Source: an optimization exercise on an open RTL-to-GDS flow (aim: small area, a short achievable clock period and few clock cycles). Production flows keep margins and buffers that such runs may drop. RTL that was checked went through simulation tests only; none was proved equivalent to the original. For runs 3 to 8, only the layout was checked, not whether the RTL still works.

[run.sh]
#!/bin/bash
# synth_recipe.tcl (not shown) runs the flow's synth.tcl, then flattens the netlist and writes it again
# the make line also repeats each setting of config.mk as NAME=value (left out here)
make -C /OpenROAD-flow-scripts/flow DESIGN_CONFIG=/design/flow/config.mk WORK_HOME=/design/flow/orfs CLKGATE_MAP_FILE= SYNTH_SCRIPT=/design/flow/synth_recipe.tcl finish
[config.mk]
export PLATFORM = sky130hd
export DESIGN_NAME = gcd3_top
export DESIGN_NICKNAME = gcd3_top
export VERILOG_FILES = /design/flow/design.v
export SDC_FILE = /design/flow/constraint.sdc
export NUM_CORES = 4
export LEC_CHECK = 0
export ABC_AREA = 1
export CAP_MARGIN = 0
export CORE_MARGIN = 2
export CORE_UTILIZATION = 65
export SLEW_MARGIN = 0
[constraint.sdc]
create_clock -name core_clock -period 3.5 [get_ports {clk}]
set_input_delay 0.7000 -clock core_clock [delete_from_list [all_inputs] [get_ports {clk}]]
set_output_delay 0.7000 -clock core_clock [all_outputs]
set_load 0.01 [all_outputs]
[design.v]
module gcd3_top #(parameter N = 3) (
    input  wire        clk,
    input  wire        reset,
    input  wire        start,
    input  wire [15:0] A,
    input  wire [15:0] B,
    input  wire [15:0] C,
    output wire        valid,
    output wire [15:0] D
);
    localparam IDLE = 3'd0, P0 = 3'd1, P1 = 3'd2, P2 = 3'd3, SHL = 3'd4;
    reg [2:0]  state;
    reg [16:0] a, b;
    reg [3:0]  cnt;
    wire [15:0] x    = A | B | C;
    wire        zero = ~|A | ~|B | ~|C;
    reg  [3:0]  kx;
    integer i;
    always @(*) begin
        kx = 4'd0;
        for (i = 15; i >= 0; i = i - 1)
            if (x[i]) kx = i;
    end
    wire [16:0] axb  = a ^ b;
    wire        odd2 = a[0] & b[0];
    wire        tz   = odd2 & ((~|axb[16:1]) | (&axb[16:1]));     
    wire        a1   = a[0] & ((~|a[16:1]) | (&a[16:1]));         
    wire        b1   = b[0] & ((~|b[16:1]) | (&b[16:1]));         
    wire        c0   = (cnt == 4'd0);
    wire        sub  = ~(a[1] ^ b[1]);
    wire [17:0] t    = {a[16], a} + ({b[16], b} ^ {18{sub}}) + {17'd0, sub};
    wire [14:0] ma   = a[15:1] ^ {15{a[16]}};
    wire [14:0] mb   = b[15:1] ^ {15{b[16]}};
    wire        swap = (ma >= mb);
    wire load_p1 = (state == P0) & b[0];
    wire load_p2 = (state == P1) & tz & ~a1 & ~b1;
    reg  [16:0] u;
    always @(*) begin
        if (state == IDLE)  u = {1'b0, A};
        else if (load_p1)   u = {1'b0, B};
        else if (load_p2)   u = {1'b0, C};
        else if (~b[0])     u = b;
        else                u = {t[17], t[17:2]};
    end
    reg [16:0] su;
    reg        stop;
    integer j;
    always @(*) begin
        su = u; stop = 1'b0;
        for (j = 0; j < N; j = j + 1)
            if (!stop && !su[0]) su = {su[16], su[16:1]};
            else stop = 1'b1;
    end
    wire [16:0] abs_a = {a[16:1] ^ {16{a[16]}}, a[0]};
    assign valid = c0 & ((state == SHL) | ((state == P2) & (tz | a1)) | ((state == P1) & a1));
    assign D     = abs_a[15:0];
    always @(posedge clk) b <= su;
    always @(posedge clk) begin
        if (reset) begin
            state <= IDLE;
        end else begin
            case (state)
                IDLE: if (start) begin
                    if (zero) begin
                        a     <= 17'd0;
                        cnt   <= 4'd0;
                        state <= SHL;
                    end else begin
                        cnt   <= kx;
                        state <= P0;
                    end
                end
                P0: if (b[0]) begin
                    a     <= b;
                    state <= P1;
                end
                SHL: begin
                    if (c0) state <= IDLE;
                    else begin
                        a   <= {a[15:0], 1'b0};
                        cnt <= cnt - 4'd1;
                    end
                end
                default: begin  
                    if (load_p2) begin
                        state <= P2;
                    end else if (a1 | b1 | tz) begin
                        if (c0 & ~(b1 & ~a1)) state <= IDLE;
                        else begin
                            state <= SHL;
                            if (c0) a <= 17'd1;
                            else begin
                                a   <= (b1 & ~a1) ? 17'd2 : {abs_a[15:0], 1'b0};
                                cnt <= cnt - 4'd1;
                            end
                        end
                    end else if (b[0] & swap) begin
                        a <= b;
                    end
                end
            endcase
        end
    end
endmodule
==> results of run 1 <==
through the flow:
stage          instance area, sq um
2_1_floorplan                  6150
3_3_place_gp                   6900
3_5_place_dp                   6900
4_1_cts                        6990
5_1_grt                        7030
6_report                       7030
worst max path at each step:
stage,depth (start not counted),endpoint,startpoint
after floorplan,12,a[0],a[16]
after global placement,19,b[14],a[1]
after detailed placement,19,b[14],b[1]
after CTS,13,valid,a[16]
after global routing,13,valid,b[12]
final,13,valid,b[10]
flip-flops by register name (all words and copies together) (netlist names):
register,cells
a,17
state,3
cnt,4
b,17
layout by cell type, fill, tap and decap left out, types with 6 or more instances in the layout:
cell             instances
a21oi_1                 44
a31oi_1                  6
buf_4                   27
clkdlybuf4s50_1         67
dfxtp_1                 19
edfxtp_1                21
ha_1                    36
inv_1                  113
inv_2                   13
nand2_1                363
nand3_1                 97
nand3_2                  9
nand4_1                 38
nor2_1                  82
nor3_1                  23
nor4_1                  15
o2111ai_1               13
o21ai_0                 39
xnor2_1                 15
xor2_1                  29
layer usage:
metal	GRT usage [%]	share of wire [%]	wire length (um)	vias up
met4	18.8	5.6	1220	0
li1	-	-	-	3628
met3	6.69	12	2690	122
met2	71.3	46	9950	570
met1	52.4	36	7890	3359
met5	0	0	0	-
Yosys cell counts, types with 2 or more instances:
cell / instances / area (sq um)
nand4_1: 38 / 238
nor2_2: 2 / 12.5
xor2_1: 29 / 254
edfxtp_1: 21 / 631
nand3b_1: 3 / 22.5
and2_1: 3 / 18.8
o2111ai_1: 13 / 114
a21oi_1: 44 / 220
a31oi_1: 6 / 37.5
nor2_1: 82 / 308
nor4_1: 15 / 93.8
nor3_1: 23 / 115
o221ai_1: 2 / 17.5
nand2_1: 363 / 1360
o211ai_1: 4 / 30.0
inv_1: 113 / 424
o22ai_1: 2 / 12.5
inv_2: 14 / 52.6
o21ai_0: 39 / 195
buf_4: 6 / 45.0
nand2_2: 4 / 25.0
nand2_4: 2 / 22.5
ha_1: 36 / 450
nand3_1: 97 / 485
clkbuf_2: 3 / 15.0
a211oi_1: 2 / 15.0
buf_1: 5 / 18.8
nand3_2: 9 / 90.1
dfxtp_1: 20 / 400
clkbuf_1: 13 / 48.8
o21bai_1: 3 / 22.5
buf_2: 19 / 95.1
xnor2_1: 15 / 131
timing repair:
item,in CTS,in global routing
endpoints found under the hold margin,0,0
buffers inserted,0,4
gates resized for setup,0,4
setup endpoints to repair,0,14
area by class of cell:
| type | count | share of cell area (%) |
|---|---|---|
| Clock buffer | 5 | 0.979 |
| Clock inverter | 3 | 0.302 |
| Inverter | 128 | 6.87 |
| Multi-Input combinational cell | 848 | 62.8 |
| Sequential cell | 41 | 14.7 |
| Tap cell | 111 | 1.98 |
| Timing Repair Buffer | 94 | 12.4 |
logic make-up after synthesis:
family	count (synthesis)	share of synthesized area [%]
AND/OR/NAND/NOR	643	45.7
buffers and inverters	175	11.6
AO/OA/AOI/OAI	125	12.3
XOR/XNOR	44	6.27
flip-flops	41	16.8
adder cells (fa/ha/maj)	36	7.33
critical path, cell delays in order (launching register included):
cell and delay, ps:
dfxtp_1 540, inv_1 210, nand2_1 110, nand2_1 70, nor2_1 100, nand2_1 50
nor2_1 100, nand2_1 70, nand2_2 120, nand2_2 100, clkinv_2 90, nand4_1 80
a31oi_1 190, clkdlybuf4s50_1 570
==> results.py, run 1 <==
metrics = {
    "logic_synthesis": {
        "synth_area_sq_um": 6150,
        "yosys_most_used_dff": "edfxtp_1",
        "synth_edf_count": 21,
        "yosys_register_bits": 41,
        "synth_cells": 1064,
        "synth_cell_types": 47,
        "syn_nets": 1151,
        "ys_seq_area_share_pct": 16.8,
        "ys_warn_count": 1,
        "syn_avg_cell_area_sq_um": 5.78,
        "async_flop_share_pct": 0,
    },
    "drt": {
        "routed_wl_mm": 21.7,
        "viasPerCell": 6.24,
        "postRouteAntennaNets": 0,
        "dr_total_vias": 7679,
        "dr.pass1.iters": 14,
        "drtIter0Drc": 812,
        "drc": 0,
        "avgRoutedWirePerCell_um": 17.7,
    },
    "timing": {
        "holdWs_ps": 587,
        "finalSetupTns_ps": 0,
        "final_hold_viol_count": 0,
        "setup_violations": 0,
        "maxSlewViolCount": 0,
        "max_freq_mhz": 293,
        "worst_slew_pin_slew_ps": 671,
        "min_period_over_period_pct": 97.6,
        "relSlewSlack_pct": 55.2,
        "clock_skew_ps": 17.2,
        "period_minus_slack_ps": 3410,
        "rsz0062_at_grt": "no",
        "fin_ws_ps": 85.6,
    },
    "setup_path": {
        "cp.required_ps": 2800,
        "arrival_ps": 2710,
        "cp-start-kind": "register",
        "reg2reg_slack_ps": 400,
        "path_class": "register to primary output",
        "ff2ff_path_depth": 18,
        "r2r-end": "b[14]",
        "cp_max_fo": 6,
        "end_kind": "primary output",
        "reg2reg_from": "a[1]",
    },
    "finish": {
        "utilization_pct": 76.5,
        "regArea_sq_um": 1030,
        "fin_cells": 1230,
        "fillers": 783,
        "multiInputGateArea_sq_um": 4410,
        "finalNetCount": 1205,
        "n_antenna_cell": 0,
        "area_growth_pct": 14.4,
        "drive_gt1_share_pct": 6.34,
    },
    "global_route": {
        "track_usage_pct": 42.0,
        "grt_max_degree": 28,
        "first_global_vias": 6843,
        "grt_pass1_wl_mm": 33.7,
        "grt_overflow_total": 0,
        "antenna_found_initial": 0,
    },
    "die": {
        "chipHeight_um": 101,
        "io_pins": 68,
        "die_w_um": 101,
        "coreArea_sq_um": 9200,
        "start_util_pct": 66.8,
        "dieArea_sq_um": 10300,
        "row_count": 35,
    },
    "min_path": {
        "hp-class": "register to register",
        "min_delay_path_depth": 2,
        "worstHoldEndpoint": "state[2]",
        "min-delay-start": "state[2]",
    },
    "placement": {
        "place_inst": 1218,
        "dp_hpwl_mm": 17.2,
        "gp_congestion": 1.03,
        "dp_slack_ps": 359,
        "port_buffers": 67,
    },
    "clock_network": {
        "ctsHoldBuffers": 0,
        "cts_root_buf": "clkbuf_8",
        "path_clk_slew_ps": 90,
        "clock_sinks": 41,
        "numCtsBuffers": 5,
        "h-tree-depth": 2,
        "cts_tree": "built",
        "cts_max_path_buffers": 2,
        "clock_latency_ps": 320,
    },
    "run_status": {
        "status": "complete, no violations",
    },
    "flow_run": {
        "cap_violations": 0,
    },
}
Testbench counts, summed over its fixed seeds: cycles 2,517.
==> run 2: changes to the inputs <==
--- a/config.mk
+++ b/config.mk
@@ -5,7 +5,6 @@
 export SDC_FILE = /design/flow/constraint.sdc
 export NUM_CORES = 4
 export LEC_CHECK = 0
-export ABC_AREA = 1
 export CAP_MARGIN = 0
 export CORE_MARGIN = 2
 export CORE_UTILIZATION = 65
==> results.py, run 2 <==
metrics = {
    "finish": {
        "area_growth_pct": 25.2,
        "fin_cells": 906,
        "fillers": 517,
        "final_common_cell": "buf_4",
        "most-common-layout-cells": "77 x buf_4, 66 x clkdlybuf4s50_1, 52 x nand2_1",
        "regArea_sq_um": 1030,
        "finalNetCount": 887,
        "drive_gt1_share_pct": 16.1,
        "multiInputGateArea_sq_um": 4220,
        "n_antenna_cell": 0,
        "reg_top3": "a x17, b x17, cnt x4",
    },
    "die": {
        "chipHeight_um": 95.9,
        "start_util_pct": 66.8,
        "dieArea_sq_um": 9200,
        "die_w_um": 95.9,
        "io_pins": 68,
        "row_count": 33,
        "coreArea_sq_um": 8220,
    },
    "min_path": {
        "hp-class": "register to register",
    },
    "clock_network": {
        "h-tree-depth": 2,
        "cts_root_buf": "clkbuf_8",
        "cts_max_path_buffers": 2,
        "path_clk_slew_ps": 100,
        "clock_sinks": 41,
        "clock_latency_ps": 310,
        "numCtsBuffers": 5,
        "cts_tree": "built",
    },
    "setup_path": {
        "path_class": "register to register",
        "crit_chain": "buf_4 > xnor2_1 > xnor2_1 > ha_1 > inv_1 > nor2_1 > a311oi_2 > o41ai_2 > mux2i_1 > o31a_1 > mux2_2 > a221o_1",
        "slowest_stage": "edfxtp_1",
        "cp.required_ps": 3710,
        "cp-start-kind": "register",
        "slowest_delay_ps": 470,
        "arrival_ps": 3630,
        "cp_max_fo": 9,
        "crit_top_cell": "xnor2_1",
        "end_kind": "register",
    },
    "timing": {
        "relSlewSlack_pct": 57.3,
        "max_freq_mhz": 293,
        "clock_skew_ps": 17.2,
        "fin_ws_ps": 87.3,
        "period_minus_slack_ps": 3410,
        "worst_slew_pin_slew_ps": 635,
        "finalSetupTns_ps": 0,
        "setup_violations": 0,
        "holdWs_ps": 638,
        "maxSlewViolCount": 0,
        "final_hold_viol_count": 0,
        "min_period_over_period_pct": 97.5,
        "rsz0062_at_grt": "yes",
    },
    "placement": {
        "gp_congestion": 1.14,
        "place_inst": 891,
        "dp_slack_ps": 17.9,
        "port_buffers": 67,
        "dp_hpwl_mm": 15.9,
    },
    "logic_synthesis": {
        "synthMuxAreaShare_pct": 3.56,
        "synth.top_cell.area_share_pct": 11.5,
        "yosysMostFrequentCell": "nand2_1",
        "yosys_register_bits": 41,
        "ys_top_cells_by_area": "edfxtp_1 11%, ha_1 8.2%, dfxtp_1 7.3%",
        "synth_cells": 707,
        "syn_avg_cell_area_sq_um": 7.76,
        "synth_edf_count": 21,
        "synth_compound_area_share_pct": 27.1,
        "synth_largest_area_cell": "edfxtp_1",
        "synthAdderAreaFrac_pct": 8.21,
        "syn_nets": 794,
        "ys_seq_area_share_pct": 18.8,
        "synth_cell_types": 80,
        "synth_top_family_by_area": "compound AO/OA/AOI/OAI gates",
        "synth_xor_area_share_pct": 11.0,
        "async_flop_share_pct": 0,
        "synth_area_sq_um": 5490,
        "synth-simple-area-share_pct": 24.3,
        "ys_warn_count": 1,
        "yosys_most_used_dff": "edfxtp_1",
        "synthTopCellsByCount": "52 x nand2_1, 49 x nor2_1, 38 x o21ai_0, 36 x ha_1",
    },
    "drt": {
        "dr.pass1.iters": 9,
        "routed_wl_mm": 20.7,
        "drc": 0,
        "avgRoutedWirePerCell_um": 22.9,
        "postRouteAntennaNets": 0,
        "dr_total_vias": 6571,
        "met1Wirelength_mm": 7.42,
        "drtIter0Drc": 819,
        "met2_wirelength_mm": 9.00,
        "viasPerCell": 7.25,
        "highest_layer": "met4",
        "routed-wl-met3_mm": 2.56,
    },
    "global_route": {
        "track_usage_pct": 45.2,
        "grt_overflow_total": 0,
        "antenna_found_initial": 0,
        "grt_max_degree": 32,
        "first_global_vias": 6236,
        "grt_pass1_wl_mm": 32.0,
    },
    "run_status": {
        "status": "complete, no violations",
    },
    "flow_run": {
        "cap_violations": 0,
    },
}
[run 2: cell types whose count changed after synthesis, moves of 12 or more]
cell       previous run  this run
nor4_1               15        27
inv_1               113        23
nand2_1             363        52
mux2i_1               0        15
a221o_1               0        15
nor2_1               82        49
xnor2_1              15        35
inv_2                14         0
o2111ai_1            13         1
nand3_1              97        21
nand4_1              38        20
[run 2: kinds of logic after synthesis]
group                      Yosys count
and+or+nand+nor                    254
muxes                               19
DFF                                 41
xor gates and xnor gates            67
buffers and inverters               83
adders and majority gates           36
AOI/OAI and AO/OA                  207
[run 2: worst paths after layout]
kind | from | end | slack, ps | cells after the start
setup reg to reg | a[1] | b[12] | 90 | 12
setup / recovery | a[1] | b[12] | 90 | 12
hold / removal | cnt[0] | cnt[0] | 640 | 1
hold reg to reg | cnt[0] | cnt[0] | 640 | 1
[run 2: cell type report]
| cell class | instances | share of cell area (%) |
|---|---|---|
| multi-input cells | 583 | 61.4 |
| repair buffers | 146 | 18.8 |
| flip-flops and latches | 41 | 15.0 |
| well taps | 105 | 1.91 |
| clock buffers | 6 | 1.37 |
| inverters | 23 | 1.26 |
| clock inverters | 2 | 0.218 |
[run 2: through the flow]
stage	instance area, sq um	util [%]
detailed placement	6580	80.0
CTS	6740	82.0
floorplan	5510	-
finish	6870	83.6
global route	6870	83.6
global placement	6580	80.0
[run 2: layer usage]
| layer | vias to the layer above | track usage, % |
|---|---|---|
| met3 | 180 | 12.3 |
| li1 | 2863 | - |
| met2 | 555 | 71.8 |
| met1 | 2973 | 53.4 |
| met5 | - | 0 |
| met4 | 0 | 29.5 |
[run 2: critical path, delay by kind of cell (launching register included)]
family,cells,cell delay [ps]
and+or+nand+nor,1,110
AOI/OAI and AO/OA,4,1050
muxes,2,420
buffers and inverters,2,380
xor gates and xnor gates,2,560
adders and majority gates,1,340
DFF,1,470
[run 2: what timing repair did]
| action | 4_1_cts | 5_1_grt |
|---|---|---|
| setup endpoints to repair | 3 | 42 |
| hold buffers | 0 | 0 |
| pin swaps | 2 | 4 |
| gates resized for setup | 9 | 22 |
| buffers inserted | 3 | 4 |
==> run 3: changes to the inputs <==
==> design.v (replaced) <==
module gcd3_top #(parameter S = 4) (
    input  wire        clk,
    input  wire        reset,
    input  wire        start,
    input  wire [15:0] A,
    input  wire [15:0] B,
    input  wire [15:0] C,
    output wire        valid,
    output wire [15:0] D
);
    localparam IDLE = 2'd0, P1 = 2'd1, P2 = 2'd2, SHL = 2'd3;
    reg [1:0]  state;
    reg [15:0] a, b;
    reg [3:0]  cnt;
    function [15:0] strip(input [15:0] v);
        integer j;
        reg stop;
        begin
            strip = v;
            stop = 1'b0;
            for (j = 0; j < S; j = j + 1)
                if (!stop && !strip[0]) strip = strip >> 1;
                else stop = 1'b1;
        end
    endfunction
    wire [15:0] x    = A | B | C;
    wire        zero = ~|A | ~|B | ~|C;
    reg  [3:0]  kx;
    integer i;
    always @(*) begin
        kx = 4'd0;
        for (i = 15; i >= 0; i = i - 1)
            if (x[i]) kx = i;
    end
    wire        a_ev = ~a[0];
    wire        b_ev = ~b[0];
    wire [16:0] dab  = {1'b0, a} - {1'b0, b};
    wire [15:0] dba  = b - a;
    wire        a_gt = ~dab[16];
    wire        eq   = (a == b);
    wire        a1   = (a == 16'd1);
    wire        b1   = (b == 16'd1);
    wire        c0   = (cnt == 4'd0);
    wire fin_p1 = (state == P1) & (a1 | b1);    
    wire fin_p2 = (state == P2) & (eq | a1 | b1);
    wire fin    = fin_p1 | fin_p2;
    assign valid = c0 & ((state == SHL) | ((state == P2) & (eq | a1)) | ((state == P1) & a1));
    assign D     = a;
    always @(posedge clk) begin
        if (reset) begin
            state <= IDLE;
        end else begin
            case (state)
                IDLE: if (start) begin
                    a     <= zero ? 16'd0 : strip(A);
                    b     <= zero ? 16'd0 : strip(B);
                    cnt   <= zero ? 4'd0 : kx;
                    state <= zero ? P2 : P1;
                end
                SHL: begin
                    if (c0) state <= IDLE;
                    else begin
                        a   <= a << 1;
                        cnt <= cnt - 4'd1;
                    end
                end
                default: begin  
                    if (fin) begin
                        if (c0 & (eq | a1)) state <= IDLE;
                        else if (c0) begin
                            a     <= 16'd1;
                            state <= SHL;
                        end else begin
                            a     <= (a1 | b1) ? 16'd2 : {a[14:0], 1'b0};
                            cnt   <= cnt - 4'd1;
                            state <= SHL;
                        end
                    end else if (state == P1 && eq) begin
                        b     <= strip(C);
                        state <= P2;
                    end else if (a_ev | b_ev) begin
                        if (a_ev) a <= strip(a);
                        if (b_ev) b <= strip(b);
                    end else if (a_gt) begin
                        a <= strip(dab[15:0]);
                    end else begin
                        b <= strip(dba);
                    end
                end
            endcase
        end
    end
endmodule
--- a/config.mk
+++ b/config.mk
@@ -5,7 +5,7 @@
 export SDC_FILE = /design/flow/constraint.sdc
 export NUM_CORES = 4
 export LEC_CHECK = 0
-export CAP_MARGIN = 0
+export CAP_MARGIN = 20
 export CORE_MARGIN = 2
-export CORE_UTILIZATION = 65
-export SLEW_MARGIN = 0
+export CORE_UTILIZATION = 40
+export SLEW_MARGIN = 20
==> results.py, run 3 <==
metrics = {
    "run_status": {
        "status": "complete, no violations",
    },
    "clock_network": {
        "cts_tree": "built",
        "cts_root_buf": "clkbuf_16",
        "cts_max_path_buffers": 2,
        "numCtsBuffers": 5,
        "path_clk_slew_ps": 60,
        "clock_latency_ps": 290,
        "h-tree-depth": 2,
        "clock_sinks": 38,
    },
    "flow_run": {
        "cap_violations": 0,
    },
    "die": {
        "io_pins": 68,
        "dieArea_sq_um": 20900,
        "start_util_pct": 40.7,
        "chipHeight_um": 145,
        "coreArea_sq_um": 19500,
        "die_w_um": 145,
        "row_count": 51,
    },
    "logic_synthesis": {
        "syn_nets": 1271,
        "synth_area_sq_um": 7920,
        "synth_cell_types": 85,
        "synth_cells": 1181,
        "synth_edf_count": 36,
        "yosysMostFrequentCell": "nor2_1",
        "yosys_most_used_dff": "edfxtp_1",
        "ys_top_cells_by_area": "edfxtp_1 14%, a21oi_1 8.7%, nor2_1 7.1%",
        "synthTopCellsByCount": "150 x nor2_1, 137 x a21oi_1, 109 x nand2_1, 88 x o21ai_0, 61 x clkbuf_1",
        "ys_warn_count": 1,
        "synth_largest_area_cell": "edfxtp_1",
        "yosys_register_bits": 38,
        "syn_avg_cell_area_sq_um": 6.70,
        "ys_seq_area_share_pct": 14.2,
        "synth.top_cell.area_share_pct": 13.7,
        "async_flop_share_pct": 0,
    },
    "finish": {
        "n_antenna_cell": 0,
        "reg_top3": "a x16, b x16, cnt x4",
        "finalNetCount": 1378,
        "most-common-layout-cells": "150 x nor2_1, 136 x a21oi_1, 121 x buf_4",
        "stdcell_area_sq_um": 9680,
        "utilization_pct": 49.8,
        "fin_cells": 1554,
        "area_growth_pct": 22.3,
        "final_common_cell": "nor2_1",
        "drive_gt1_share_pct": 13.0,
    },
    "timing": {
        "period_minus_slack_ps": 3330,
        "maxSlewViolCount": 0,
        "relSlewSlack_pct": 46.4,
        "final_hold_viol_count": 0,
        "finalSetupTns_ps": 0,
        "setup_violations": 0,
        "min_period_over_period_pct": 95.1,
        "worst_slew_pin_slew_ps": 804,
        "clock_skew_ps": 8.35,
        "rsz0062_at_grt": "no",
        "max_freq_mhz": 300,
    },
    "global_route": {
        "antenna_found_initial": 0,
        "track_usage_pct": 32.3,
        "grt_pass1_wl_mm": 51.7,
        "grt_overflow_total": 0,
        "grt_max_degree": 34,
        "first_global_vias": 8744,
    },
    "placement": {
        "port_buffers": 67,
        "dpl_cell_area_sq_um": 9430,
        "dp_hpwl_mm": 26.8,
        "gp_congestion": 1.05,
        "place_inst": 1543,
    },
    "min_path": {
        "hp-class": "register to register",
    },
    "drt": {
        "dr.pass1.iters": 6,
        "viasPerCell": 6.33,
        "routed_wl_mm": 33.9,
        "postRouteAntennaNets": 0,
        "drc": 0,
        "avgRoutedWirePerCell_um": 21.8,
        "dr_total_vias": 9834,
        "drtIter0Drc": 1197,
    },
    "setup_path": {
        "end_kind": "register",
        "path_class": "register to register",
        "slowest_delay_ps": 470,
        "slowest_stage": "a21oi_2",
        "crit_family": "compound AO/OA/AOI/OAI gates",
        "crit_chain": "inv_1 > ha_1 > and4_1 > nand2_1 > nor4_4 > buf_4 > a21oi_2 > nand2_2 > a21oi_2 > a311oi_1 > buf_4 > nand2_1",
        "critPathBufInv": 3,
        "cp-start-kind": "register",
        "arrival_ps": 3480,
        "cp.required_ps": 3650,
        "reg2reg_slack_ps": 170,
        "cp_max_fo": 9,
    },
}
run 3: worst paths after layout:
kind,startpoint,endpoint,cells past startpoint
max,a[4],b[12],12
min,state[0],state[0],2
max reg2reg,a[4],b[12],12
min reg2reg,state[0],state[0],2
run 3: cell type report:
class	count	area (sq um)
Multi-Input combinational cell	993	6240
Timing Repair Buffer	189	1590
Inverter	61	229
Sequential cell	38	1120
Clock inverter	1	30.0
Tap cell	265	332
Clock buffer	7	143
Fill cell	1954	9780
run 3: what timing repair did:
action | in CTS | in global routing
pin swaps | 0 | 1
gates resized for setup | 0 | 12
endpoints found under the setup margin | 1 | 37
setup buffers | 3 | 0
hold buffers | 0 | 0
run 3: kinds of logic (layout without fill, tap and decap cells):
kind of cell    Yosys count  in the layout  synth area share [%]
mux                      53             53                  6.72
buf+inv                 150            258                  7.78
flops                    38             38                  14.2
xor+xnor                 29             29                  3.21
simple gates            435            435                  25.9
compound gates          437            437                  35.8
fa+ha+maj                39             39                  6.35
run 3: metrics by stage:
step	hold slack (ps)	setup WS (ps)
4_1_cts	550	11.2
5_1_grt	601	15.7
3_3_place_gp	526	128
6_report	554	172
2_1_floorplan	504	111
3_5_place_dp	542	75.4
run 3: metal layers:
metal | vias up | global-route usage, % | share of wire, %
met5 | - | 0 | 0
met4 | 0 | 10.2 | 3.6
met3 | 85 | 4.57 | 9.0
met2 | 576 | 50.8 | 45
met1 | 4569 | 45.6 | 43
li1 | 4604 | - | -
run 3: worst register-to-register path, cell delays in order, from the launching register on:
cell,delay (ps)
edfxtp_1,390
inv_1,220
ha_1,290
and4_1,220
nand2_1,160
nor4_4,80
buf_4,160
a21oi_2,460
nand2_2,290
a21oi_2,470
a311oi_1,200
buf_4,180
nand2_1,60
==> run 4: changes to the inputs <==
--- a/design.v
+++ b/design.v
@@ -1,4 +1,4 @@
-module gcd3_top #(parameter S = 4) (
+module gcd3_top #(parameter S = 2) (
     input  wire        clk,
     input  wire        reset,
     input  wire        start,
==> results.py, run 4 <==
metrics = {
    "run_status": {
        "status": "complete, no violations",
    },
    "logic_synthesis": {
        "synthTopCellsByCount": "84 x o21ai_0, 83 x nand2_1, 68 x mux2i_1, 57 x a21oi_1, 56 x nor2_1",
        "synth_edf_count": 36,
        "ys_seq_area_share_pct": 17.2,
        "syn_avg_cell_area_sq_um": 7.49,
        "ys_top_cells_by_area": "edfxtp_1 17%, mux2i_1 10%, ha_1 7.1%",
        "synth_cell_types": 83,
        "yosys_register_bits": 38,
        "async_flop_share_pct": 0,
        "synth_cells": 870,
        "ys_warn_count": 1,
        "synth_area_sq_um": 6510,
        "synth.top_cell.area_share_pct": 16.6,
        "synth_largest_area_cell": "edfxtp_1",
        "syn_nets": 960,
        "yosysMostFrequentCell": "o21ai_0",
        "yosys_most_used_dff": "edfxtp_1",
    },
    "drt": {
        "drtIter0Drc": 776,
        "dr_total_vias": 7601,
        "postRouteAntennaNets": 0,
        "dr.pass1.iters": 6,
        "avgRoutedWirePerCell_um": 22.4,
        "drc": 0,
        "routed_wl_mm": 26.7,
        "viasPerCell": 6.36,
    },
    "finish": {
        "n_antenna_cell": 0,
        "reg_top3": "a x16, b x16, cnt x4",
        "drive_gt1_share_pct": 12.9,
        "area_growth_pct": 23.8,
        "finalNetCount": 1069,
        "fin_cells": 1196,
        "final_common_cell": "buf_4",
        "most-common-layout-cells": "89 x buf_4, 84 x o21ai_0, 82 x nand2_1",
    },
    "timing": {
        "finalSetupTns_ps": 0,
        "relSlewSlack_pct": 32.7,
        "min_period_over_period_pct": 97.2,
        "worst_slew_pin_slew_ps": 1000,
        "period_minus_slack_ps": 3400,
        "setup_violations": 0,
        "max_freq_mhz": 294,
        "maxSlewViolCount": 0,
        "clock_skew_ps": 8.62,
        "rsz0062_at_grt": "no",
        "final_hold_viol_count": 0,
    },
    "setup_path": {
        "cp-start-kind": "register",
        "slowest_delay_ps": 540,
        "crit_chain": "inv_1 > ha_2 > nand2_2 > nor4_1 > buf_4 > nand2_1 > a21oi_1 > nor2_1 > nor2_1 > clkdlybuf4s50_1",
        "path_class": "register to primary output",
        "end_kind": "primary output",
        "reg2reg_slack_ps": 290,
        "cp.required_ps": 2800,
        "path_depth": 10,
        "crit_family": "buffers and inverters",
        "r2r-end": "a[14]",
        "reg2reg_from": "b[2]",
        "arrival_ps": 2700,
        "ff2ff_path_depth": 8,
        "cp_max_fo": 6,
        "slowest_stage": "clkdlybuf4s50_1",
        "crit_top_cell": "nor2_1",
        "critPathBufInv": 3,
    },
    "clock_network": {
        "path_clk_slew_ps": 60,
        "clock_sinks": 38,
        "ctsHoldBuffers": 0,
        "numCtsBuffers": 5,
        "cts_root_buf": "clkbuf_16",
        "clock_latency_ps": 290,
        "h-tree-depth": 2,
        "cts_tree": "built",
        "cts_max_path_buffers": 2,
    },
    "placement": {
        "dp_hpwl_mm": 21.7,
        "place_inst": 1187,
        "gp_congestion": 1.04,
        "port_buffers": 67,
    },
    "global_route": {
        "first_global_vias": 6993,
        "grt_max_degree": 32,
        "grt_pass1_wl_mm": 40.8,
        "grt_overflow_total": 0,
        "track_usage_pct": 30.0,
        "antenna_found_initial": 0,
    },
    "min_path": {
        "min_delay_path_depth": 2,
        "worstHoldEndpoint": "state[1]",
        "min-delay-start": "state[1]",
        "hp-class": "register to register",
    },
    "flow_run": {
        "cap_violations": 0,
    },
    "die": {
        "die_w_um": 132,
        "dieArea_sq_um": 17300,
        "io_pins": 68,
        "row_count": 46,
        "start_util_pct": 41.0,
        "coreArea_sq_um": 15900,
        "chipHeight_um": 132,
    },
}
==> run 4: layer usage <==
layer	part of all wire [%]	track usage [%]	routed length (um)
met1	42	40.8	11200
met4	4.5	11.1	1200
met2	45	48.3	12100
met5	0	0	0
met3	8.4	4.01	2240
==> run 4: through the flow <==
stage	utilization, %	setup WS [ps]	hold WS [ps]	cell area [sq um]
floorplan	-	42.9	493	6530
global placement	49.6	275	541	7870
detailed placement	49.6	283	543	7870
CTS	50.6	4.28	552	8040
global route	50.8	30.4	593	8060
finish	50.8	99.7	562	8060
==> run 4: kinds of logic after synthesis <==
family / synth area share (%)
compound gates: 33.3
xor+xnor: 2.42
fa+ha+maj: 7.72
buf+inv: 6.80
flops: 17.2
mux: 11.3
simple gates: 21.3
==> run 4: worst max-delay path by stage <==
stage                     from    end  slack [ps]
after floorplan           a[1]  a[10]          40
after global placement    b[3]  valid         270
after detailed placement  C[4]  a[13]         280
after CTS                 a[1]  valid           4
after global routing      a[1]  valid          30
final                     a[1]  valid         100
==> run 4: area by class of cell <==
type	count	area (sq um)
clock buffers	5	125
clock inverters	3	40.0
fillers	1606	7820
inverters	50	188
multi-input cells	728	4980
flip-flops and latches	38	1120
well taps	216	270
repair buffers	156	1340
==> run 4: worst min-delay path, delay by kind of cell (launching register included) <==
family	cells	cell delay, ps
compound gates	1	70
buf+inv	1	100
flops	1	330
==> run 4: what timing repair did <==
action / 4_1_cts / 5_1_grt
setup buffers: 0 / 1
hold endpoints to repair: 0 / 0
resized for setup: 1 / 3
setup endpoints to repair: 1 / 1
==> run 5: changes to the inputs <==
==> design.v (replaced) <==
module gcd3_top (
    input  wire        clk,
    input  wire        reset,
    input  wire        start,
    input  wire [15:0] A,
    input  wire [15:0] B,
    input  wire [15:0] C,
    output wire        valid,
    output wire [15:0] D
);
    localparam IDLE = 3'd0, P0 = 3'd1, P1 = 3'd2, P2 = 3'd3, SHL = 3'd4;
    reg [2:0]  state;
    reg [16:0] a, b;
    reg [3:0]  cnt;
    wire [15:0] x    = A | B | C;
    wire        zero = ~|A | ~|B | ~|C;
    reg  [3:0]  kx;
    integer i;
    always @(*) begin
        kx = 4'd0;
        for (i = 15; i >= 0; i = i - 1)
            if (x[i]) kx = i;
    end
    wire        idle = (state == IDLE);
    wire        p0   = (state == P0);
    wire        p1   = (state == P1);
    wire        p2   = (state == P2);
    wire        shl  = (state == SHL);
    wire [16:0] axb  = a ^ b;
    wire        tz   = a[0] & b[0] & ((~|axb[16:1]) | (&axb[16:1]));    
    wire        a1   = a[0] & ((~|a[16:1]) | (&a[16:1]));                
    wire        c0   = (cnt == 4'd0);
    wire        sub  = ~(a[1] ^ b[1]);
    wire [17:0] t    = {a[16], a} + ({b[16], b} ^ {18{sub}}) + {17'd0, sub};
    wire [15:0] t4   = t[17:2];
    wire [16:0] st   = t4[0] ? {t4[15], t4}
                     : t4[1] ? {{2{t4[15]}}, t4[15:1]}
                     : t4[2] ? {{3{t4[15]}}, t4[15:2]}
                     :         {{4{t4[15]}}, t4[15:3]};
    wire [14:0] ma   = a[15:1] ^ {15{a[16]}};
    wire [14:0] mb   = b[15:1] ^ {15{b[16]}};
    wire        swap = (ma >= mb);
    wire load_p1 = p0 & b[0];
    wire load_p2 = p1 & tz & ~a1;
    wire done    = (p1 & a1) | (p2 & (tz | a1));
    wire step    = (p1 | p2) & b[0] & ~tz & ~a1;
    wire [16:0] w    = ({17{idle}}    & {1'b0, A})
                     | ({17{load_p1}} & {1'b0, B})
                     | ({17{load_p2}} & {1'b0, C})
                     | ({17{~idle & ~load_p1 & ~load_p2}} & b);
    wire [16:0] sw   = w[0] ? w
                     : w[1] ? {w[16], w[16:1]}
                     : w[2] ? {{2{w[16]}}, w[16:2]}
                     :        {{3{w[16]}}, w[16:3]};
    always @(posedge clk) b <= step ? st : sw;
    wire [16:0] abs_a = {a[16:1] ^ {16{a[16]}}, a[0]};
    wire        a_b   = load_p1 | (step & swap);
    wire        a_shl = (done & ~c0) | (shl & ~c0);
    always @(posedge clk)
        a <= ({17{a_b}} & b) | ({17{a_shl}} & {abs_a[15:0], 1'b0})
           | ({17{~a_b & ~a_shl & ~(idle & start & zero)}} & a);
    assign valid = c0 & (shl | done);
    assign D     = abs_a[15:0];
    always @(posedge clk) begin
        if (reset) begin
            state <= IDLE;
        end else begin
            case (state)
                IDLE: if (start) begin
                    cnt   <= zero ? 4'd0 : kx;
                    state <= zero ? SHL : P0;
                end
                P0: if (b[0]) state <= P1;
                SHL: begin
                    if (c0) state <= IDLE;
                    else cnt <= cnt - 4'd1;
                end
                default: begin  
                    if (load_p2) state <= P2;
                    else if (done) begin
                        if (c0) state <= IDLE;
                        else begin
                            state <= SHL;
                            cnt   <= cnt - 4'd1;
                        end
                    end
                end
            endcase
        end
    end
endmodule
==> results.py, run 5 <==
metrics = {
    "run_status": {
        "status": "complete, no violations",
    },
    "setup_path": {
        "r2r-end": "b[4]",
        "cp.required_ps": 2800,
        "path_class": "register to primary output",
        "arrival_ps": 2640,
        "end_kind": "primary output",
        "slowest_delay_ps": 530,
        "path_depth": 9,
        "startpoint": "a[1]",
        "critPathBufInv": 2,
        "cp_max_fo": 5,
        "reg2reg_from": "a[1]",
        "crit_family": "simple AND/OR/NAND/NOR gates",
        "crit_chain": "xor2_4 > buf_4 > nand4_1 > or4_1 > o21a_1 > o31ai_2 > a21oi_2 > nor2_1 > dlygate4sd2_1",
        "endpoint": "valid",
        "ff2ff_path_depth": 12,
        "slowest_stage": "or4_1",
        "cp-start-kind": "register",
        "reg2reg_slack_ps": 160,
    },
    "logic_synthesis": {
        "synth_edf_count": 4,
        "ys_seq_area_share_pct": 16.7,
        "async_flop_share_pct": 0,
        "synth.top_cell.area_share_pct": 14.4,
        "synth_area_sq_um": 5160,
        "ys_top_cells_by_area": "dfxtp_1 14%, ha_1 8.2%, xnor2_1 7.0%",
        "syn_nets": 748,
        "syn_avg_cell_area_sq_um": 7.78,
        "synth_cells": 663,
        "synth_cell_types": 82,
        "synthTopCellsByCount": "44 x nor2_1, 41 x xnor2_1, 38 x nand2_1, 37 x dfxtp_1, 37 x xor2_1",
        "yosys_most_used_dff": "dfxtp_1",
        "yosys_register_bits": 41,
        "synth_largest_area_cell": "dfxtp_1",
        "yosysMostFrequentCell": "nor2_1",
        "ys_warn_count": 1,
    },
    "timing": {
        "holdWs_ps": 629,
        "relSlewSlack_pct": 45.0,
        "final_hold_viol_count": 0,
        "period_minus_slack_ps": 3340,
        "max_freq_mhz": 299,
        "setup_violations": 0,
        "min_period_over_period_pct": 95.5,
        "worst_slew_pin_slew_ps": 824,
        "clock_skew_ps": 7.86,
        "maxSlewViolCount": 0,
    },
    "clock_network": {
        "numCtsBuffers": 5,
        "path_clk_slew_ps": 70,
        "cts_root_buf": "clkbuf_16",
        "h-tree-depth": 2,
        "cts_tree": "built",
        "clock_sinks": 41,
        "clock_latency_ps": 290,
        "cts_max_path_buffers": 2,
    },
    "drt": {
        "dr.pass1.iters": 6,
        "avgRoutedWirePerCell_um": 21.6,
        "viasPerCell": 6.18,
        "drtIter0Drc": 656,
        "dr_total_vias": 5929,
        "drc": 0,
        "routed_wl_mm": 20.7,
        "postRouteAntennaNets": 0,
    },
    "finish": {
        "most-common-layout-cells": "92 x buf_4, 66 x clkdlybuf4s50_1, 43 x nor2_1",
        "stdcell_area_sq_um": 6870,
        "final_common_cell": "buf_4",
        "n_antenna_cell": 0,
        "fillers": 1241,
        "finalNetCount": 871,
        "area_growth_pct": 33.2,
        "drive_gt1_share_pct": 19.1,
        "reg_top3": "a x17, b x17, cnt x4",
    },
    "placement": {
        "dp_hpwl_mm": 17.0,
        "dpl_cell_area_sq_um": 6550,
        "gp_congestion": 0.993,
        "port_buffers": 67,
    },
    "global_route": {
        "antenna_found_initial": 0,
        "grt_pass1_wl_mm": 31.6,
        "grt_max_degree": 23,
        "track_usage_pct": 29.1,
        "grt_overflow_total": 0,
        "first_global_vias": 5674,
    },
    "die": {
        "chipHeight_um": 118,
        "start_util_pct": 40.9,
        "coreArea_sq_um": 12600,
        "die_w_um": 118,
        "dieArea_sq_um": 13800,
        "io_pins": 68,
        "row_count": 41,
    },
    "min_path": {
        "hp-class": "register to register",
    },
    "flow_run": {
        "cap_violations": 0,
    },
}
[run 5: cell types whose count changed after synthesis, sizes merged, moves of 32 or more]
cell,delta
dfxtp,+35
edfxtp,-32
mux2i,-55
nand2,-45
o21ai,-60
xor2,+33
[run 5: worst min-delay path by stage]
stage                   from       end  slack, ps  depth (start not counted)
finish                  a[0]      a[0]        630                          2
global placement    state[0]  state[1]        610                          2
global route            a[0]      a[0]        670                          2
floorplan               a[0]      a[0]        530                          2
CTS                     a[0]      a[0]        630                          2
detailed placement      a[0]      a[0]        610                          2
[run 5: worst reg2reg max path: cells and delay by family, from the launching register on]
family	cells	cell delay, ps
adder cells (fa/ha/maj)	1	280
AND/OR/NAND/NOR	3	670
multiplexers	1	140
flip-flops	1	380
XOR/XNOR	3	660
AO/OA/AOI/OAI	4	1140
[run 5: cell families after synthesis]
logic type / after synthesis / synth area share, %
muxes: 20 / 4.12
xor gates and xnor gates: 79 / 13.8
buffers and inverters: 68 / 5.62
AOI/OAI and AO/OA: 192 / 27.5
and+or+nand+nor: 229 / 24.1
DFF: 41 / 16.7
adders and majority gates: 34 / 8.24
[run 5: final cells by class]
type / instances / area, sq um / area share (%)
tap: 172 / 215 / 3.13
clock buffer: 6 / 150 / 2.18
timing repair buffer: 161 / 1390 / 20.2
clock inverter: 2 / 35.0 / 0.510
sequential: 41 / 880 / 12.8
inverter: 23 / 86.3 / 1.26
multi-input combinational: 554 / 4120 / 59.9
[run 5: metal layers]
layer,up-vias,routed length [um],global-route usage (%)
met3,30,1290,3.59
met4,0,463,8.36
met5,-,0,0
met2,284,10100,51.1
li1,2795,-,-
met1,2820,8900,37.5
[run 5: what timing repair did]
item,CTS,global route
gates resized for setup,17,13
setup buffers,1,4
setup endpoints to repair,2,16
pin swaps,1,5
endpoints found under the hold margin,0,0
hold buffers,0,0
[run 5: per-stage QoR]
| stage | worst slack (ps) | setup TNS (ps) | std cells | utilization (%) |
|---|---|---|---|---|
| floorplan | 33.0 | 0 | 663 | - |
| global placement | 120 | 0 | 946 | 51.9 |
| detailed placement | -20.3 | -20.3 | 946 | 51.9 |
| CTS | 40.1 | 0 | 955 | 53.8 |
| global route | -16.0 | -34.2 | 959 | 54.5 |
| finish | 158 | 0 | 959 | 54.5 |
==> run 6: changes to the inputs <==
--- a/config.mk
+++ b/config.mk
@@ -8,4 +8,5 @@
 export CAP_MARGIN = 20
 export CORE_MARGIN = 2
 export CORE_UTILIZATION = 40
+export SETUP_SLACK_MARGIN = 0.4
 export SLEW_MARGIN = 20
==> results.py, run 6 <==
metrics = {
    "run_status": {
        "status": "complete, no violations",
    },
    "setup_path": {
        "end_kind": "register",
        "cp_max_fo": 5,
        "path_class": "register to register",
        "cp.required_ps": 3690,
        "cp-start-kind": "register",
        "arrival_ps": 3620,
    },
    "logic_synthesis": {
        "yosys_most_used_dff": "dfxtp_1",
        "synth_cells": 663,
        "synth-simple-area-share_pct": 24.1,
        "synth_compound_area_share_pct": 27.5,
        "synthMuxAreaShare_pct": 4.12,
        "synth_cell_types": 82,
        "ys_top_cells_by_area": "dfxtp_1 14%, ha_1 8.2%, xnor2_1 7.0%",
        "yosys_register_bits": 41,
        "ys_warn_count": 1,
        "yosysMostFrequentCell": "nor2_1",
        "synth_xor_area_share_pct": 13.8,
        "synth_largest_area_cell": "dfxtp_1",
        "syn_avg_cell_area_sq_um": 7.78,
        "synthTopCellsByCount": "44 x nor2_1, 41 x xnor2_1, 38 x nand2_1, 37 x dfxtp_1, 37 x xor2_1",
        "synth_edf_count": 4,
        "synth.top_cell.area_share_pct": 14.4,
        "synth_area_sq_um": 5160,
        "async_flop_share_pct": 0,
        "synth_top_family_by_area": "compound AO/OA/AOI/OAI gates",
        "synthAdderAreaFrac_pct": 8.24,
        "ys_seq_area_share_pct": 16.7,
        "syn_nets": 748,
    },
    "global_route": {
        "antenna_found_initial": 1,
        "grt_overflow_total": 0,
        "first_global_vias": 6023,
        "grt_pass1_wl_mm": 33.5,
        "track_usage_pct": 31.2,
        "grt_max_degree": 20,
    },
    "clock_network": {
        "h-tree-depth": 2,
        "path_clk_slew_ps": 60,
        "clock_latency_ps": 310,
        "cts_root_buf": "clkbuf_16",
        "ctsHoldBuffers": 0,
        "numCtsBuffers": 5,
        "cts_tree": "built",
        "clock_sinks": 41,
        "cts_max_path_buffers": 2,
    },
    "drt": {
        "routed_wl_mm": 22.2,
        "dr.pass1.iters": 7,
        "dr_total_vias": 6061,
        "postRouteAntennaNets": 0,
        "drtIter0Drc": 492,
        "drc": 0,
        "viasPerCell": 6.20,
        "avgRoutedWirePerCell_um": 22.7,
    },
    "die": {
        "die_w_um": 118,
        "dieArea_sq_um": 13800,
        "row_count": 41,
        "coreArea_sq_um": 12600,
        "io_pins": 68,
        "chipHeight_um": 118,
        "start_util_pct": 40.9,
    },
    "timing": {
        "worst_slew_pin_slew_ps": 953,
        "max_freq_mhz": 292,
        "setup_violations": 0,
        "relSlewSlack_pct": 36.3,
        "maxSlewViolCount": 0,
        "clock_skew_ps": 9.18,
        "final_hold_viol_count": 0,
        "fin_ws_ps": 70.1,
        "min_period_over_period_pct": 98.0,
        "holdWs_ps": 627,
        "period_minus_slack_ps": 3430,
        "rsz0062_at_grt": "yes",
    },
    "finish": {
        "area_growth_pct": 45.8,
        "most-common-layout-cells": "101 x buf_4, 66 x clkdlybuf4s50_1, 41 x nor2_1",
        "reg_top3": "a x17, b x17, cnt x4",
        "finalNetCount": 890,
        "drive_gt1_share_pct": 27.7,
        "n_antenna_cell": 0,
        "final_common_cell": "buf_4",
        "utilization_pct": 59.6,
    },
    "placement": {
        "dp_hpwl_mm": 17.3,
        "port_buffers": 67,
        "dp_slack_ps": 121,
        "gp_congestion": 1.00,
    },
    "flow_run": {
        "cap_violations": 0,
    },
    "min_path": {
        "hp-class": "register to register",
    },
}
[run 6: cell counts after synthesis]
Identical to the previous run, type by type.
[run 6: area by class of cell]
cell class / count / area (sq um)
inverters: 23 / 86.3
multi-input cells: 555 / 4600
flip-flops and latches: 41 / 887
fillers: 1162 / 5090
clock buffers: 6 / 129
clock inverters: 2 / 13.8
well taps: 172 / 215
repair buffers: 179 / 1600
[run 6: critical path, cell delays in order (launching register included)]
cell and delay (ps):
dfxtp_4 360, xor2_4 190, buf_12 140, buf_12 130, xnor2_4 150, ha_4 240
a211oi_4 260, o21ai_1 90, or3_4 400, a31o_4 260, a21o_1 180, xor2_2 210
buf_4 150, mux2i_1 130, a21oi_1 100, a221o_1 320
[run 6: path summary, 6_finish.rpt]
path	startpoint	endpoint	slack (ps)	depth (start not counted)
worst min-delay path	state[0]	state[1]	630	2
worst max-delay path	a[1]	b[5]	70	15
worst min register to register	state[0]	state[1]	630	2
worst max register to register	a[1]	b[5]	70	15
[run 6: metal layers]
metal / up-vias / track usage, % / wire length (um)
met5: - / 0 / 0
met4: 0 / 14.2 / 1030
met3: 64 / 4.07 / 1180
met2: 279 / 55.8 / 11000
met1: 2897 / 37.2 / 8950
li1: 2821 / - / -
[run 6: repair_timing]
item	4_1_cts	5_1_grt
cloned	2	0
pin swaps	32	24
buffers inserted	19	12
endpoints found under the setup margin	24	39
gates resized for setup	56	46
[run 6: logic make-up after synthesis]
logic type               after synthesis
AND/OR/NAND/NOR                      229
AO/OA/AOI/OAI                        192
XOR/XNOR                              79
buffers and inverters                 68
flip-flops                            41
adder cells (fa/ha/maj)               34
multiplexers                          20
[run 6: stage by stage]
step	instance area, sq um	std cells	TNS, ps
6_report	7530	978	0
5_1_grt	7530	978	-120
4_1_cts	7210	966	0
3_5_place_dp	6640	937	0
3_3_place_gp	6640	937	0
2_1_floorplan	5360	663	0
==> run 7: changes to the inputs <==
==> flow/run.sh (new file) <==
#!/bin/bash
set -euo pipefail
export BUFFER_PORTS_ARGS="-buffer_cell sky130_fd_sc_hd__buf_2"
bash standard.sh > standard_make.log 2>&1
==> standard.sh (new file) <==
#!/bin/bash
# synth_recipe.tcl (not shown) runs the flow's synth.tcl, then flattens the netlist and writes it again
# the make line also repeats each setting of config.mk as NAME=value (left out here)
make -C /OpenROAD-flow-scripts/flow DESIGN_CONFIG=/design/flow/config.mk WORK_HOME=/design/flow/orfs CLKGATE_MAP_FILE= SYNTH_SCRIPT=/design/flow/synth_recipe.tcl "${@:-finish}"
--- a/config.mk
+++ b/config.mk
@@ -8,5 +8,4 @@
 export CAP_MARGIN = 20
 export CORE_MARGIN = 2
 export CORE_UTILIZATION = 40
-export SETUP_SLACK_MARGIN = 0.4
 export SLEW_MARGIN = 20
removed: run.sh
==> results.py, run 7 <==
metrics = {
    "run_status": {
        "status": "complete, no violations",
    },
    "die": {
        "io_pins": 68,
        "chipHeight_um": 118,
        "die_w_um": 118,
        "dieArea_sq_um": 13800,
        "coreArea_sq_um": 12600,
        "start_util_pct": 40.9,
        "row_count": 41,
    },
    "clock_network": {
        "ctsHoldBuffers": 0,
        "path_clk_slew_ps": 60,
        "cts_root_buf": "clkbuf_16",
        "clock_sinks": 41,
        "clock_latency_ps": 290,
        "h-tree-depth": 2,
        "cts_max_path_buffers": 2,
        "numCtsBuffers": 5,
        "cts_tree": "built",
    },
    "logic_synthesis": {
        "yosys_register_bits": 41,
        "synth_area_sq_um": 5160,
        "ys_warn_count": 1,
        "synth_edf_count": 4,
        "yosysMostFrequentCell": "nor2_1",
        "async_flop_share_pct": 0,
        "yosys_most_used_dff": "dfxtp_1",
        "syn_avg_cell_area_sq_um": 7.78,
        "synth_largest_area_cell": "dfxtp_1",
        "ys_seq_area_share_pct": 16.7,
        "synth.top_cell.area_share_pct": 14.4,
        "synthTopCellsByCount": "44 x nor2_1, 41 x xnor2_1, 38 x nand2_1, 37 x dfxtp_1, 37 x xor2_1",
        "ys_top_cells_by_area": "dfxtp_1 14%, ha_1 8.2%, xnor2_1 7.0%",
        "synth_cells": 663,
        "synth_cell_types": 82,
        "syn_nets": 748,
    },
    "finish": {
        "fin_cells": 938,
        "drive_gt1_share_pct": 25.3,
        "most-common-layout-cells": "72 x buf_4, 67 x buf_2, 44 x nor2_1",
        "fillers": 1286,
        "reg_top3": "a x17, b x17, cnt x4",
        "n_antenna_cell": 0,
        "final_common_cell": "buf_4",
        "utilization_pct": 50.5,
        "finalNetCount": 850,
        "area_growth_pct": 23.6,
    },
    "placement": {
        "port_buffers": 67,
        "dp_hpwl_mm": 16.0,
        "place_inst": 925,
        "dp_slack_ps": -99.2,
        "gp_congestion": 0.946,
    },
    "drt": {
        "drtIter0Drc": 698,
        "dr_total_vias": 5867,
        "avgRoutedWirePerCell_um": 21.1,
        "postRouteAntennaNets": 0,
        "viasPerCell": 6.25,
        "routed_wl_mm": 19.8,
        "dr.pass1.iters": 6,
        "drc": 0,
    },
    "setup_path": {
        "critPathBufInv": 2,
        "cp_max_fo": 4,
        "crit_chain": "xor2_4 > buf_4 > xnor2_1 > ha_1 > buf_4 > and4_1 > or3_4 > a31o_2 > a31oi_4 > nor2b_1 > mux2i_1 > a221oi_1 > a22o_1",
        "arrival_ps": 3600,
        "path_class": "register to register",
        "cp-start-kind": "register",
        "r2r-end": "b[13]",
        "ff2ff_path_depth": 13,
        "crit_family": "compound AO/OA/AOI/OAI gates",
        "reg2reg_from": "b[1]",
        "crit_top_cell": "buf_4",
        "startpoint": "b[1]",
        "endpoint": "b[13]",
        "slowest_delay_ps": 380,
        "end_kind": "register",
        "cp.required_ps": 3730,
        "reg2reg_slack_ps": 130,
        "slowest_stage": "a221oi_1",
        "path_depth": 13,
    },
    "timing": {
        "min_period_over_period_pct": 96.3,
        "final_hold_viol_count": 0,
        "fin_ws_ps": 129,
        "worst_slew_pin_slew_ps": 764,
        "holdWs_ps": 621,
        "rsz0062_at_grt": "no",
        "relSlewSlack_pct": 49.0,
        "max_freq_mhz": 297,
        "maxSlewViolCount": 0,
        "setup_violations": 0,
        "period_minus_slack_ps": 3370,
        "clock_skew_ps": 8.36,
    },
    "flow_run": {
        "cap_violations": 0,
    },
    "global_route": {
        "antenna_found_initial": 0,
        "first_global_vias": 5585,
        "grt_max_degree": 31,
        "grt_overflow_total": 0,
        "grt_pass1_wl_mm": 30.8,
        "track_usage_pct": 28.1,
    },
    "min_path": {
        "hp-class": "register to register",
    },
}
==> run 7: worst min-delay path by stage <==
stage / start / endpoint / slack, ps / cells after the start
final: state[0] / state[1] / 620 / 2
after floorplan: a[0] / a[0] / 530 / 2
after global placement: state[0] / state[1] / 600 / 2
after detailed placement: state[0] / state[1] / 600 / 2
after global routing: reset / state[1] / 630 / 2
after CTS: state[0] / state[1] / 620 / 2
==> run 7: logic make-up after synthesis <==
kind of cell,Yosys count,synth area share (%)
and+or+nand+nor,229,24.1
AOI/OAI and AO/OA,192,27.5
DFF,41,16.7
buffers and inverters,68,5.62
adders and majority gates,34,8.24
muxes,20,4.12
xor gates and xnor gates,79,13.8
==> run 7: metal layers <==
layer,vias to the layer above,track usage (%),share of wire (%)
met5,-,0,0
met4,0,8.73,2.3
met3,42,6.35,8.1
met2,269,46.6,48
met1,2812,36.3,42
li1,2744,-,-
==> run 7: final cells by class <==
type                    instances  area (sq um)  area share (%)
flip-flops and latches         41           878            13.8
inverters                      23          86.3            1.35
repair buffers                140           887            13.9
clock inverters                 1          8.76           0.137
well taps                     172           215            3.37
clock buffers                   7           133            2.08
multi-input cells             554          4170            65.4
==> run 7: what timing repair did <==
item	4_1_cts	5_1_grt
setup buffers	1	4
cloned	0	0
gates resized for setup	9	27
endpoints found under the setup margin	11	17
pin swaps	2	4
hold endpoints to repair	0	0
==> run 7: metrics by stage <==
step	area [sq um]	setup TNS, ps
finish	6380	0
global route	6380	0
CTS	6240	0
detailed placement	6050	-201
global placement	6050	-67.6
floorplan	5180	0
==> run 7: worst reg2reg max path, stage by stage, from the launching register on <==
cell and delay (ps):
dfxtp_4 360, xor2_4 200, buf_4 150, xnor2_1 110
ha_1 320, buf_4 170, and4_1 220, or3_4 370
a31o_2 280, a31oi_4 270, nor2b_1 170, mux2i_1 140
a221oi_1 380, a22o_1 190
==> run 8: changes to the inputs <==
==> flow/run.sh (replaced) <==
#!/bin/bash
set -euo pipefail
export BUFFER_PORTS_ARGS="-buffer_cell sky130_fd_sc_hd__buf_2"
export RECOVER_POWER=100
bash standard.sh > standard_make.log 2>&1
==> results.py, run 8 <==
metrics = {
    "logic_synthesis": {
        "syn_avg_cell_area_sq_um": 7.78,
        "async_flop_share_pct": 0,
        "synth_cells": 663,
        "ys_top_cells_by_area": "dfxtp_1 14%, ha_1 8.2%, xnor2_1 7.0%",
        "synthTopCellsByCount": "44 x nor2_1, 41 x xnor2_1, 38 x nand2_1, 37 x dfxtp_1, 37 x xor2_1",
        "ys_seq_area_share_pct": 16.7,
        "synth.top_cell.area_share_pct": 14.4,
        "synth_area_sq_um": 5160,
        "syn_nets": 748,
        "yosys_most_used_dff": "dfxtp_1",
        "yosysMostFrequentCell": "nor2_1",
        "ys_warn_count": 1,
        "yosys_register_bits": 41,
        "synth_largest_area_cell": "dfxtp_1",
        "synth_cell_types": 82,
        "synth_edf_count": 4,
    },
    "timing": {
        "relSlewSlack_pct": 44.9,
        "final_hold_viol_count": 0,
        "setup_violations": 0,
        "holdWs_ps": 610,
        "fin_ws_ps": 124,
        "worst_slew_pin_slew_ps": 821,
        "maxSlewViolCount": 0,
        "max_freq_mhz": 296,
        "clock_skew_ps": 8.04,
        "min_period_over_period_pct": 96.4,
        "rsz0062_at_grt": "no",
        "period_minus_slack_ps": 3380,
    },
    "clock_network": {
        "ctsHoldBuffers": 0,
        "cts_tree": "built",
        "cts_root_buf": "clkbuf_16",
        "clock_sinks": 41,
        "path_clk_slew_ps": 70,
        "clock_latency_ps": 290,
        "h-tree-depth": 2,
        "cts_max_path_buffers": 2,
        "numCtsBuffers": 5,
    },
    "drt": {
        "avgRoutedWirePerCell_um": 21.2,
        "routed_wl_mm": 19.8,
        "dr.pass1.iters": 5,
        "drtIter0Drc": 699,
        "postRouteAntennaNets": 0,
        "viasPerCell": 6.23,
        "dr_total_vias": 5842,
        "drc": 0,
    },
    "die": {
        "die_w_um": 118,
        "row_count": 41,
        "chipHeight_um": 118,
        "dieArea_sq_um": 13800,
        "coreArea_sq_um": 12600,
        "start_util_pct": 40.9,
        "io_pins": 68,
    },
    "global_route": {
        "grt_overflow_total": 0,
        "antenna_found_initial": 0,
        "first_global_vias": 5585,
        "grt_max_degree": 31,
        "grt_pass1_wl_mm": 30.8,
        "track_usage_pct": 28.1,
    },
    "setup_path": {
        "slowest_delay_ps": 380,
        "arrival_ps": 3610,
        "crit_family": "compound AO/OA/AOI/OAI gates",
        "cp-start-kind": "register",
        "cp.required_ps": 3730,
        "cp_max_fo": 4,
        "crit_chain": "xor2_4 > buf_4 > xnor2_1 > ha_1 > buf_4 > and4_1 > or3_4 > a31o_2 > a31oi_4 > nor2b_1 > mux2i_1 > a221oi_1 > a22o_1",
        "path_class": "register to register",
        "slowest_stage": "a221oi_1",
        "critPathBufInv": 2,
        "crit_top_cell": "buf_4",
        "end_kind": "register",
    },
    "run_status": {
        "status": "complete, no violations",
    },
    "finish": {
        "finalNetCount": 850,
        "drive_gt1_share_pct": 23.1,
        "most-common-layout-cells": "67 x buf_4, 55 x buf_2, 44 x nor2_1",
        "fillers": 1294,
        "reg_top3": "a x17, b x17, cnt x4",
        "area_growth_pct": 22.8,
        "n_antenna_cell": 0,
        "regArea_sq_um": 878,
        "multiInputGateArea_sq_um": 4160,
        "stdcell_area_sq_um": 6340,
        "final_common_cell": "buf_4",
    },
    "placement": {
        "dp_hpwl_mm": 16.0,
        "gp_congestion": 0.946,
        "port_buffers": 67,
        "dpl_cell_area_sq_um": 6050,
        "dp_slack_ps": -99.2,
    },
    "min_path": {
        "hp-class": "register to register",
    },
    "flow_run": {
        "cap_violations": 0,
    },
}
[run 8: cell counts after synthesis]
No cell type changed its count.
[run 8: layout make-up]
cell class              instances  area share (%)
clock inverters                 1           0.138
repair buffers                140            13.6
multi-input cells             554            65.6
well taps                     172            3.39
clock buffers                   7            2.09
inverters                      23            1.36
flip-flops and latches         41            13.9
[run 8: routing by layer]
metal  up-vias  global-route usage (%)  routed length [um]
met4         0                    8.73                 453
met1      2810                    36.3                8360
met5         -                       0                   0
met3        38                    6.35                1630
li1       2742                       -                   -
met2       252                    46.6                9400
[run 8: logic make-up (layout without fill, tap and decap cells)]
logic type / Yosys count / count (layout) / share of synthesized area, %
AO/OA/AOI/OAI: 192 / 192 / 27.5
adder cells (fa/ha/maj): 34 / 34 / 8.24
buffers and inverters: 68 / 171 / 5.62
AND/OR/NAND/NOR: 229 / 229 / 24.1
multiplexers: 20 / 20 / 4.12
XOR/XNOR: 79 / 79 / 13.8
flip-flops: 41 / 41 / 16.7
[run 8: metrics by stage]
| stage | setup TNS [ps] | util (%) | instances |
|---|---|---|---|
| after floorplan | 0 | - | 663 |
| after global placement | -67.6 | 47.9 | 925 |
| after detailed placement | -201 | 47.9 | 925 |
| after CTS | 0 | 49.5 | 934 |
| after global routing | 0 | 50.2 | 938 |
| final | 0 | 50.2 | 938 |
[run 8: worst reg2reg max path: cells and delay by family (launching register included)]
family | cells | cell delay, ps
buf+inv | 2 | 320
simple gates | 3 | 770
xor+xnor | 2 | 310
compound gates | 4 | 1120
flops | 1 | 360
mux | 1 | 140
fa+ha+maj | 1 | 320
[run 8: worst paths after layout]
path                  from       end  cells past startpoint  slack (ps)
setup / recovery      b[1]     b[13]                     13         120
hold / removal    state[0]  state[1]                      2         610
setup reg to reg      b[1]     b[13]                     13         120
hold reg to reg   state[0]  state[1]                      2         610
[run 8: repair_timing]
item / 4_1_cts / 5_1_grt
pin swaps: 2 / 4
endpoints found under the setup margin: 11 / 17
buffers inserted: 1 / 4
gates resized for setup: 9 / 27

-- port drivers added, routing unchanged --
Ports are ideal in the flow. The routed layouts listed here were re-timed in OpenROAD.
Step 1: set_driving_cell puts a clkbuf_16 on clk and a buf_2 on each other input, an assumption about the parent block.
Step 2, shift: input delay + t, output delay - t, t = (earliest + latest rising clock arrival at the registers) / 2. This alone moves slack from input paths to output paths.
a / b / c = no drivers / after step 1 / after step 2; a / b = the first two.
run	shift t [ns]	setup WS [ns]	hold slack, ns
run 1	0.345	0.086 / 0.050 / 0.388	0.587 / 0.587 / 0.587
run 2	0.343	0.087 / 0.087 / 0.017	0.638 / 0.638 / 0.638
run 3	0.325	0.172 / 0.172 / 0.037	0.554 / 0.554 / 0.554
run 4	0.327	0.100 / 0.060 / 0.204	0.562 / 0.562 / 0.562
run 5	0.336	0.158 / 0.110 / 0.163	0.629 / 0.629 / 0.629
run 6	0.341	0.070 / 0.070 / 0.070	0.627 / 0.627 / 0.627
run 7	0.332	0.129 / 0.129 / 0.129	0.621 / 0.600 / 0.621
run 8	0.333	0.124 / 0.124 / 0.124	0.610 / 0.600 / 0.610
After both steps setup and hold are still met in every run listed. The setup slack of run 3, which loses most, moves by 0.000 ns with the drivers and by -0.135 ns with both steps.
